This design comes from an exercise in tuning for small area and a short achievable clock period on the open sky130 flow, not from production work.
In this exercise RTL edits were held to simulation tests only and were not proved equivalent to the original.
Power is estimated from default activity; no workload was simulated.

===== run.sh =====
#!/bin/bash
# synth_recipe.tcl (not shown) runs the flow's synth.tcl, then flattens the netlist and writes it again
# the make line also repeats each setting of config.mk as NAME=value (left out here)
make -C /OpenROAD-flow-scripts/flow DESIGN_CONFIG=/design/flow/config.mk WORK_HOME=/design/flow/orfs CLKGATE_MAP_FILE= SYNTH_SCRIPT=/design/flow/synth_recipe.tcl finish

===== config.mk =====
export PLATFORM = sky130hd
export DESIGN_NAME = cpu
export DESIGN_NICKNAME = cpu
export VERILOG_FILES = /design/flow/design.v
export SDC_FILE = /design/flow/constraint.sdc
export NUM_CORES = 4
export LEC_CHECK = 0
export CAP_MARGIN = 20
export CORE_MARGIN = 5
export CORE_UTILIZATION = 40
export PLACE_DENSITY = 0.6
export SLEW_MARGIN = 20

===== design.v =====
`timescale 1ns / 1ps
module pc(
    input clk,
    input rst,
    input [31:0] inPC,
    output reg [31:0] outPC,
    output reg [31:0] outPC4
    );
    always @(posedge clk or posedge rst) 
    begin
        if (rst) begin
            outPC <= 32'h00000000;
            outPC4 <= 32'h00000000;
        end else begin
            outPC <= inPC;
            outPC4 <= inPC + 32'h00000004;
        end
    end
endmodule
`timescale 1ns / 1ps
module RegFile(
    input clk,
    input rst,
    input RegW,
    input [4:0] Rs1,
    input [4:0] Rs2,
    input [4:0] Rd,
    input [31:0] Wd,
    output [31:0] rd1,
    output [31:0] rd2
    );
    reg [31:0] Registers [31:0];
    assign rd1 = Registers[Rs1];
    assign rd2 = Registers[Rs2];   
    always @(posedge clk or posedge rst) begin
        if (rst) begin
            Registers[0] <= 32'b0; 
            Registers[1] <= 32'b0;
            Registers[2] <= 32'b0;
            Registers[3] <= 32'b0;
            Registers[4] <= 32'b0;
            Registers[5] <= 32'b0;
            Registers[6] <= 32'b0;
            Registers[7] <= 32'b0;
            Registers[8] <= 32'b0;
            Registers[9] <= 32'b0;
            Registers[10] <= 32'b0;
            Registers[11] <= 32'b0;
            Registers[12] <= 32'b0;
            Registers[13] <= 32'b0;
            Registers[14] <= 32'b0;
            Registers[15] <= 32'b0;
            Registers[16] <= 32'b0;
            Registers[17] <= 32'b0;
            Registers[18] <= 32'b0;
            Registers[19] <= 32'b0;
            Registers[20] <= 32'b0;
            Registers[21] <= 32'b0;
            Registers[22] <= 32'b0;
            Registers[23] <= 32'b0;
            Registers[24] <= 32'b0;
            Registers[25] <= 32'b0;
            Registers[26] <= 32'b0;
            Registers[27] <= 32'b0;
            Registers[28] <= 32'b0;
            Registers[29] <= 32'b0;
            Registers[30] <= 32'b0;
            Registers[31] <= 32'b0;
        end
        else if (RegW && Rd != 5'b00000) begin
            Registers[Rd] <= Wd;
        end
    end
endmodule
`timescale 1ns / 1ps
module immGen(
    input [31:0] ins,
    input [2:0] sel,
    output reg [31:0] imm31_0
);
    always @(*) begin
        case (sel)
            3'b000: imm31_0 = {{20{ins[31]}}, ins[31:20]};
            3'b001: imm31_0 = {{20{ins[31]}}, ins[31:25], ins[11:7]};
            3'b010: imm31_0 = {{19{ins[31]}}, ins[31], ins[7], ins[30:25], ins[11:8], 1'b0};
            3'b011: imm31_0 = {ins[31:12], 12'b0};
            3'b100: imm31_0 = {{11{ins[31]}}, ins[31], ins[19:12], ins[20], ins[30:21], 1'b0};
            default: imm31_0 = 32'b0;
        endcase
    end
endmodule
`timescale 1ns / 1ps
module mux2to1(
    input [31:0] in0,
    input [31:0] in1,
    input sel,
    output [31:0] out
    );
    assign out = (sel) ? in1 : in0;
endmodule
`timescale 1ns / 1ps
module alu(
    input [31:0] op1,
    input [31:0] op2,
    input [3:0] alu_sel,
    output reg [31:0] alu_out,
    output zero,
    output reg carry,
    output reg overflow
);
    reg [31:0] add_result, logic_result, shift_result, cmp_result;
    reg add_carry, add_overflow;
    reg cmp_zero, cmp_lt;
    wire [31:0] B_in = op2 ^ {32{alu_sel[0]}};  
    wire [32:0] sum = {1'b0, op1} + {1'b0, B_in} + alu_sel[0];
    always @(*) begin
        add_result = sum[31:0];
        add_carry = sum[32];
        add_overflow = (op1[31] == B_in[31]) && (add_result[31] != op1[31]);
    end
    always @(*) begin
        case (alu_sel[1:0])
            2'b00: logic_result = op1 & op2;
            2'b01: logic_result = op1 | op2;
            2'b10: logic_result = op1 ^ op2;
            default: logic_result = 32'd0;
        endcase
    end
    always @(*) begin
        case (alu_sel[1:0])
            2'b00: shift_result = op1 << op2[4:0];
            2'b01: shift_result = op1 >> op2[4:0];
            2'b10: shift_result = $signed(op1) >>> op2[4:0];
            default: shift_result = 32'd0;
        endcase
    end
    always @(*) begin
        cmp_lt = (alu_sel[0] == 1'b0) ? (op1 < op2) : ($signed(op1) < $signed(op2));
        cmp_zero = (op1 == op2);
        cmp_result = {31'd0, cmp_lt};  
    end
    always @(*) begin
        case (alu_sel[3:2])
            2'b00: alu_out = add_result;
            2'b01: alu_out = logic_result;
            2'b10: alu_out = shift_result;
            2'b11: alu_out = cmp_result;
            default: alu_out = 32'd0;
        endcase
    end
    assign zero = (alu_out == 32'd0);
    always @(*) begin
        carry = (alu_sel[3:2] == 2'b00) ? add_carry : 1'b0;
        overflow = (alu_sel[3:2] == 2'b00) ? add_overflow : 1'b0;
    end
endmodule
`timescale 1ns / 1ps
module Branch(
    input [31:0] dataA,          
    input [31:0] dataB,          
    input brUn,                  
    output brEq,                 
    output brLt  
    );
    wire signed [31:0] signedA = dataA;   
    wire signed [31:0] signedB = dataB;   
    wire brEq_t;                          
    wire brLt_signed_t;                   
    wire brLt_unsigned_t;                 
    assign brEq_t = (dataA == dataB);
    assign brLt_signed_t = (signedA < signedB);     
    assign brLt_unsigned_t = (dataA < dataB);       
    assign brLt = brUn ? brLt_unsigned_t : brLt_signed_t;
    assign brEq = brEq_t;
endmodule
`timescale 1ns / 1ps
module ctrl_unit(
    input wire [6:0] opcode,
    output reg branch, MemRead, MemtoReg, MemWrite, ALUsrc, RegWrite, ResultSrc,
    output reg [3:0] ALUop,
    output reg [2:0] immsel,
    input wire [2:0] funct3,
    input wire [6:0] funct7,
    input wire [4:0] rs1, rs2,
    input wire brEq, brLt    
    );
    always @(*) begin
    branch = 0;
    immsel = 3'b000;
    MemRead = 0;
    MemtoReg = 0;
    MemWrite = 0;
    ALUsrc = 0;
    ResultSrc = 0;
    RegWrite = 0;
    ALUop = 4'b0000;
    case (opcode)
        7'b0110011: begin   
            MemRead = 0;
            MemtoReg = 0;
            ALUsrc = 0;     
            RegWrite = 1;   
            case (funct3)
                3'b000: begin   
                    case (funct7)
                        7'b0000000: ALUop = 4'b0000;   
                        7'b0100000: ALUop = 4'b0001;   
                    endcase
                end
                3'b100: ALUop = 4'b0110;  
                3'b110: ALUop = 4'b0101;  
                3'b111: ALUop = 4'b0100;  
                3'b001: ALUop = 4'b1000;  
                3'b101: begin
                    case (funct7)
                        7'b0000000: ALUop = 4'b1001;  
                        7'b0100000: ALUop = 4'b1010;  
                    endcase
                end
                3'b010: ALUop = 4'b1101;  
                3'b011: ALUop = 4'b1110;  
                default: ALUop = 4'bxxxx;   
            endcase
        end
        7'b0010011: begin  
            MemRead = 0;
            MemtoReg = 0;
            ALUsrc = 1;      
            RegWrite = 1;    
            ALUop = 4'b0000;
            immsel = 3'b000;
            case (funct3)
                3'b000: ALUop = 4'b0000;   
                3'b100: ALUop = 4'b0110;  
                3'b110: ALUop = 4'b0101;  
                3'b111: ALUop = 4'b0100;  
                3'b001: ALUop = 4'b1000;  
                3'b101: begin
                    case (funct7)
                        7'b0000000: ALUop = 4'b1001;  
                        7'b0100000: ALUop = 4'b1010;  
                    endcase
                end
                3'b010: ALUop = 4'b1101;  
                3'b011: ALUop = 4'b1110;  
                default: ALUop = 4'bxxxx;   
            endcase
        end
        7'b0000011: begin  
            MemRead = 1;
            MemtoReg = 1;
            ALUsrc = 1;
            RegWrite = 1;
            ResultSrc = 1;
            ALUop = 4'b0000;
            immsel = 3'b000;  
        end
        7'b0100011: begin  
            MemWrite = 1;
            ALUsrc = 1;
            ALUop = 4'b0000;  
            immsel = 3'b001;  
        end
        7'b0110111: begin  
            MemtoReg = 0;
            MemWrite = 0;
            ALUsrc = 1;
            RegWrite = 1;
            ResultSrc = 1;
            ALUop = 4'b0000;
            immsel = 3'b011;  
        end
        7'b1100011: begin  
            ALUsrc = 0;     
            RegWrite = 0;
            MemRead = 0;
            MemWrite = 0;
            ALUop = 4'b0000;   
            immsel = 3'b010;   
            case (funct3)
                3'b000: if (brEq) branch = 1;  
                3'b001: if (!brEq) branch = 1;  
                3'b100: if (brLt) branch = 1;  
                3'b101: if (!brLt || brEq) branch = 1;  
                3'b110: if (brLt) branch = 1;  
                3'b111: if (!brLt || brEq) branch = 1;  
                default: branch = 0;  
            endcase
        end
        default: begin
            branch = 0;
            MemRead = 0;
            MemtoReg = 0;
            MemWrite = 0;
            ALUsrc = 0;
            RegWrite = 0;
            ResultSrc = 0;
            ALUop = 4'b0000;
        end
    endcase
end
endmodule
`timescale 1ns / 1ps
module cpu( 
    input clk,
    input reset,
    output [31:0] imem_addr,
    input  [31:0] imem_rdata,
    output        dmem_re,
    output        dmem_we,
    output [31:0] dmem_addr,
    output [31:0] dmem_wdata,
    input  [31:0] dmem_rdata
    );
    wire [31:0] PCp4, outPC;              
    wire [31:0] instruction;              
    wire [31:0] alu_result, mem_data;     
    wire [31:0] read_data1, read_data2;   
    wire [31:0] imm_out, bsel;            
    wire [3:0] ALUop;                     
    wire [31:0] ResultMux;
    wire branch, MemRead, MemtoReg, MemWrite, ALUsrc, RegWrite, ResultSrc;  
    wire zero, carry, overflow, PCSrc;    
    wire brEq, brLt;                      
    wire brUn;                            
    wire [2:0] immsel;                    
    wire [31:0] pc_in, pc_out;
    wire [6:0] opcode = instruction[6:0];
    wire [2:0] funct3 = instruction[14:12];
    wire [6:0] funct7 = instruction[31:25];
    wire [4:0] rs1 = instruction[19:15];
    wire [4:0] rs2 = instruction[24:20];
    wire [4:0] rd = instruction[11:7];
    pc program_counter (
        .clk(clk),
        .rst(reset),
        .inPC(pc_in),
        .outPC(outPC)
    );
    assign PCp4 = outPC + 4;
    assign PCSrc = branch;  
    assign brUn = funct3[1];  
    assign pc_in = PCSrc ? (outPC + imm_out) : PCp4;
    assign imem_addr = outPC;
    assign instruction = imem_rdata;
    RegFile reg_file (
        .clk(clk),
        .rst(reset),
        .Rs1(rs1),
        .Rs2(rs2),
        .Rd(rd),
        .RegW(RegWrite),
        .Wd(ResultMux),   
        .rd1(read_data1),
        .rd2(read_data2)
    );
    immGen immgen (
        .ins(instruction),
        .sel(immsel),
        .imm31_0(imm_out)
    );
    mux2to1 ALUsrc_m2_1 (
        .in0(read_data2),
        .in1(imm_out),
        .sel(ALUsrc),
        .out(bsel)
    );
     alu alu_inst (
        .op1(read_data1),
        .op2(bsel),
        .alu_sel(ALUop),
        .alu_out(alu_result),
        .zero(zero),
        .carry(carry),
        .overflow(overflow)
    );
    assign dmem_re = MemRead;
    assign dmem_we = MemWrite;
    assign dmem_addr = alu_result;
    assign dmem_wdata = read_data2;
    assign mem_data = dmem_rdata;
    wire [31:0] ext_data = MemtoReg ? mem_data : imm_out;  
    mux2to1 DMEM_m2_1 (
        .in0(alu_result),
        .in1(ext_data),
        .sel(ResultSrc),
        .out(ResultMux)
    );
     Branch brancher_inst (
        .dataA(read_data1),
        .dataB(read_data2),
        .brUn(brUn),      
        .brEq(brEq),      
        .brLt(brLt)       
    );
    ctrl_unit cu (
        .opcode(opcode),
        .funct3(funct3),
        .funct7(funct7),
        .branch(branch),
        .MemRead(MemRead),
        .MemtoReg(MemtoReg),
        .MemWrite(MemWrite),
        .ALUsrc(ALUsrc),
        .RegWrite(RegWrite),
        .ALUop(ALUop),
        .immsel(immsel),
        .ResultSrc(ResultSrc),
        .brEq(brEq),     
        .brLt(brLt)      
    );
endmodule

===== constraint.sdc =====
create_clock -name core_clock -period 14.0 [get_ports {clk}]
set_input_delay 2.8000 -clock core_clock [delete_from_list [all_inputs] [get_ports {clk}]]
set_output_delay 2.8000 -clock core_clock [all_outputs]
set_load 0.01 [all_outputs]

==> run notes <==
- Once the clock tree was built, the setup fixing pass inserted 0 buffers.
* Final cell count without fillers: 10260
* Period utilisation layout: 0.9829
* X dimension of the die: 413.4 um
- Via-to-Cell Ratio: just under 7
* Library cell used as clock root buffer: sky130_fd_sc_hd__clkbuf_16
* Worst setup skew after layout: between 0.04 and 0.05 ns
- Power spread over the standard cell area amounts to 103.3 nW/um^2.
* Number of inserted filler cells in the final layout: 16200
- STA classifies the critical path endpoint as a primary output.
- The share of synthesized area in the top cell type comes to 0.4059.
* Total of max-cap violations: 0
* Largest buffer count on any clock path: 3
* Wire length of the first global-routing pass: about 500000 um
* Share of post-route cells with drive strength above 1: 0.09083
- In the final routed layout, each cell accounts on average for about 35 um.
* Multi-input logic area: approximately 36000 um^2
* Via count of the routed design: roughly 70000
* Total clock buffers created by CTS: 115
- Number of instances in the synthesized netlist: just over 8000
- Yosys mapped the design onto 109 distinct sky130hd cell types.
- The average instance in the mapped netlist occupies slightly below 8 um^2.
- All-Layer GR Usage: 0.4082
- Switching power share of the total: 0.2936
- Flip-flop cell with the highest count after synthesis: sky130_fd_sc_hd__dfrtp_1
- Total chip power: between 7000 and 8000 uW
- Synth-to-layout area growth: 12.95%
- Starting density of the core: 0.4013
- The run finished with no timing, DRC or antenna violations.
* Part of the power in combinational logic: 0.141
* Remaining global-route overflow: 0
* Clock network fraction of total power: 0.438
* Number of global-route vias before repair: between 60000 and 70000
- Register share of total power: 0.421
- The wire-length estimate of the detail-placed layout is ~240000 um.
- At the end of the flow the core is filled with cells to 0.4533.
- Critical path peak fanout: 22
- Sum of routed wire length over all layers: approximately 360000 um
- Total net switching power: around 2200 uW
- Before antenna repair, the detailed router went through 9 iterations.
* Crit-path leading delay family: compound AO/OA/AOI/OAI gates
* Pin count of the biggest net entering global routing: between 150 and 200
* Top area cells in the synthesized netlist: sky130_fd_sc_hd__dfrtp_1 41%, sky130_fd_sc_hd__nand3_1 8.4%, sky130_fd_sc_hd__o21ai_0 7.5%
- CP startpoint kind: input port
- In this run the remaining antenna-violating nets after routing total 0.
- In the layout the commonest cells are 1180 x sky130_fd_sc_hd__nand2_1, 1091 x sky130_fd_sc_hd__nand3_1, 1056 x sky130_fd_sc_hd__dfrtp_1, 966 x sky130_fd_sc_hd__o21ai_0, 423 x sky130_fd_sc_hd__nor2_1.
* Slowest cell on the critical path: sky130_fd_sc_hd__clkdlybuf4s50_1
* Final Critical Period: 13.76 ns
* Clock tree from TritonCTS: built
- The final number of hold-violating endpoints is 0.
* Count of routing violations after the opening detailed-route iteration: between 10000 and 15000
- Worst path max stage delay: about 0.93 ns
- In this run the tightest slew margin relative to its limit is 0.1839.
- Together, buffers and inverters on the worst path number 3.
- CTS built an H-tree with a depth of 3.
- Number of top-level pins: about 160
- Among the stages of the critical path, the cell type that occurs most often is sky130_fd_sc_hd__a21o_1.
- Nets: 8233
- The synthesized design contains 0 enable-type register cells.
- Total Die Area: roughly 170000 um^2
- The floorplan step set the die height to roughly 410 um.
- Cell Count Post-Placement: between 10000 and 15000
- Total leakage power: approximately 0.031 uW
* Register area: 26430 um^2
* Cell row count: between 100 and 150
* Worst-margin pin slew: between 1 and 1.5 ns
- I/O Buffers: roughly 160
* Initial antenna violation count: 23
* Post-synthesis instance area: approximately 65000 um^2
* Hold buffer count at CTS: 0
- Routability-driven placement finished with a final weighted congestion of 1.029.
* Number of gates resized after cts: 0
- Path type of the worst min-delay path: register to register
- Pins Over Slew Limit: 0
* Sequential fraction of the synthesis area: 0.4059
- Int Pwr: 5366 uW
- The critical path in this run is classified as input port to primary output.
- Warning count from the yosys run: 6
* Worst-path cell chain: clkdlybuf4s50_1 > or3b_1 > nor2_4 > buf_4 > a22oi_1 > nand2_1 > nor4_1 > a31oi_1 > a21oi_1 > xnor2_1 > ha_1 > a21o_1 > a21o_1 > a21oi_1 > o21ai_0 > a21o_1 > a21oi_1 > o21ai_0 > or2_1 > a211oi_1 > xnor2_1 > a21o_1 > clkdlybuf4s50_1
- Data arrival time of the critical path: 10.96 ns
* #FFs+latches synth: roughly 1100
* IR Drop Worst-Case VDD: roughly 0.1 mV
* Final count of negative-setup-slack endpoints: 0
* Maximum frequency from static timing analysis: a little over 70 MHz
- Leaving out fill and tap cells, the most frequent cell in the layout is sky130_fd_sc_hd__nand2_1.
- Clock tree synthesis found a total of between 1000 and 1500 sinks.
- Data required time at the worst endpoint: 11.20 ns
* Unrepaired setup endpoints after global routing: false
- After detailed routing, the number of remaining DRC violations is 0.
* Post-Syn Nets: 8439
- Clock insertion delay at the later pin of the skew report: about 0.80 ns
- After floorplanning, the core was sized to cover roughly 160000 um^2.
* Post-synth ARST share: 1.000
- Clock-pin slew was measured on the worst setup and hold paths at 0.06 ns.
- Leading area contributor after synthesis: sky130_fd_sc_hd__dfrtp_1
## area by class of cell
cell class | count | area share
Multi-Input combinational cell | 6188 | 0.4837
Sequential cell | 1056 | 0.3594
Timing Repair Buffer | 468 | 0.05668
Clock buffer | 160 | 0.04457
Tap cell | 2175 | 0.03701
Clock inverter | 52 | 0.01058
Inverter | 146 | 0.007504
Antenna cell | 18 | 0.0006126
## logic make-up (layout without fill, tap and decap cells)
group / after synthesis / in the layout / share of synthesized area
xor+xnor: 109 / 109 / 0.01466
simple gates: 3523 / 3523 / 0.2540
compound gates: 2318 / 2318 / 0.2192
mux: 46 / 46 / 0.008457
buf+inv: 937 / 826 / 0.06064
flops: 1056 / 1056 / 0.4059
fa+ha+maj: 192 / 192 / 0.03713
other cells: 0 / 18 / 0
## metal layers
| layer | wire length [um] | part of all wire | global-route usage | vias up |
|---|---|---|---|---|
| li1 | - | - | - | 29220 |
| met1 | 135100 | 0.37 | 0.5237 | 33760 |
| met2 | 146300 | 0.40 | 0.5870 | 5889 |
| met3 | 47170 | 0.13 | 0.1207 | 1672 |
| met4 | 32820 | 0.091 | 0.2882 | 10 |
| met5 | 118 | 0.00033 | 0 | - |
## through the flow
stage	cell area [um^2]	setup slack [ns]	TNS (ns)	hold slack [ns]
after floorplan	65100	-3.362	-3549.78	0.4512
after global placement	69380	0.8054	0	0.3871
after detailed placement	69390	0.7115	0	0.3900
after CTS	73450	0.6827	0	0.4043
after global routing	73500	0.2453	0	0.4136
final	73530	0.2398	0	0.4071
## cells in the mapped netlist, types with 18 or more instances
library cell and number:
sky130_fd_sc_hd__xor2_1 39, sky130_fd_sc_hd__o211ai_1 49, sky130_fd_sc_hd__nor4_1 99, sky130_fd_sc_hd__a21o_1 36, sky130_fd_sc_hd__a222oi_1 19, sky130_fd_sc_hd__a21oi_1 394
sky130_fd_sc_hd__o21ai_2 28, sky130_fd_sc_hd__nand3_1 1099, sky130_fd_sc_hd__a31oi_1 53, sky130_fd_sc_hd__o21ai_0 971, sky130_fd_sc_hd__o22ai_1 20, sky130_fd_sc_hd__nor2b_1 27
sky130_fd_sc_hd__o21a_1 18, sky130_fd_sc_hd__and3_1 71, sky130_fd_sc_hd__a2111oi_0 19, sky130_fd_sc_hd__nand4_1 299, sky130_fd_sc_hd__dfrtp_1 1056, sky130_fd_sc_hd__o21ai_1 45
sky130_fd_sc_hd__a211oi_1 28, sky130_fd_sc_hd__a22oi_1 413, sky130_fd_sc_hd__nor3_1 116, sky130_fd_sc_hd__buf_4 31, sky130_fd_sc_hd__nand2_1 1205, sky130_fd_sc_hd__and2_1 26
sky130_fd_sc_hd__mux2i_1 28, sky130_fd_sc_hd__nor2_1 465, sky130_fd_sc_hd__inv_1 138, sky130_fd_sc_hd__a22o_1 20, sky130_fd_sc_hd__buf_2 181, sky130_fd_sc_hd__ha_1 190
sky130_fd_sc_hd__xnor2_1 70, sky130_fd_sc_hd__a221oi_1 26, sky130_fd_sc_hd__nand2b_1 24, sky130_fd_sc_hd__buf_1 75, sky130_fd_sc_hd__clkbuf_1 485
## worst register-to-register path, stage by stage (launching register included)
cell and delay [ns]:
sky130_fd_sc_hd__dfrtp_1 0.40, sky130_fd_sc_hd__mux2i_1 0.27, sky130_fd_sc_hd__nor2_1 0.08, sky130_fd_sc_hd__a211o_1 0.29, sky130_fd_sc_hd__nor4_1 0.87, sky130_fd_sc_hd__a211o_1 0.30
sky130_fd_sc_hd__buf_4 0.38, sky130_fd_sc_hd__nand2_4 0.08, sky130_fd_sc_hd__inv_2 0.06, sky130_fd_sc_hd__a21oi_1 0.09, sky130_fd_sc_hd__fa_1 0.48, sky130_fd_sc_hd__nor2b_1 0.28
sky130_fd_sc_hd__o21ai_0 0.17, sky130_fd_sc_hd__a21oi_1 0.30, sky130_fd_sc_hd__o2111ai_1 0.20, sky130_fd_sc_hd__a21oi_1 0.29, sky130_fd_sc_hd__o221ai_1 0.17, sky130_fd_sc_hd__buf_4 0.17
sky130_fd_sc_hd__o2111ai_1 0.40, sky130_fd_sc_hd__a311oi_1 0.27, sky130_fd_sc_hd__xnor2_1 0.19, sky130_fd_sc_hd__nand2_1 0.08, sky130_fd_sc_hd__o211ai_1 0.13, sky130_fd_sc_hd__nor2_1 0.13
sky130_fd_sc_hd__o31a_2 0.70, sky130_fd_sc_hd__o21ai_0 0.32
## sequential cells by signal, summed over array words and instances, names as in the netlist
name / flops
reg_file.Registers: 1024
program_counter.outPC: 32
## power by group through the flow
| stage | Combinational (uW) | Clock, uW | Sequential (uW) |
|---|---|---|---|
| CTS | 1040 | 3330 | 3190 |
| finish | 1070 | 3330 | 3200 |
| global placement | 1020 | 0 | 3250 |
| floorplan | 596 | 0 | 3240 |
| global route | 1120 | 3460 | 3200 |
| detailed placement | 1030 | 0 | 3250 |
## path summary, 6_finish.rpt
path / from / endpoint / slack (ns) / cells past startpoint
setup / recovery: imem_rdata[22] / dmem_addr[31] / 0.24 / 23
hold / removal: reg_file.Registers[0][11]$_DFFE_PP0P_ / reg_file.Registers[0][11]$_DFFE_PP0P_ / 0.41 / 0
setup reg to reg: reg_file.Registers[3][0]$_DFFE_PP0P_ / reg_file.Registers[7][28]$_DFFE_PP0P_ / 6.76 / 25
hold reg to reg: reg_file.Registers[0][11]$_DFFE_PP0P_ / reg_file.Registers[0][11]$_DFFE_PP0P_ / 0.41 / 0
max in group asynchronous: reset / reg_file.Registers[28][7]$_DFFE_PP0P_ / 8.46 / 5
min in group asynchronous: reset / program_counter.outPC[19]$_DFF_PP0_ / 2.54 / 2

==> afterwards: timing with drivers on the ports <==
The results above use ideal ports. As a check the final layout listed here was re-extracted and re-timed, cells and wires unchanged.
Step 1: set_driving_cell puts a clkbuf_16 on clk and a buf_2 on each other input, an assumption about the parent block.
Step 2, shift: input delay + t, output delay - t, t = (earliest + latest rising clock arrival at the registers) / 2. This alone moves slack from input paths to output paths.
Slacks: ideal / step 1 / step 2; pairs: ideal / step 1.
shift t [ns]: 0.867
setup WS [ns]: 0.240 / 0.141 / 0.141
worst setup path after step 2: input to output
After both steps this run still meets setup and hold. The setup slack of this run moves by -0.099 ns with the drivers and by -0.099 ns with both steps.
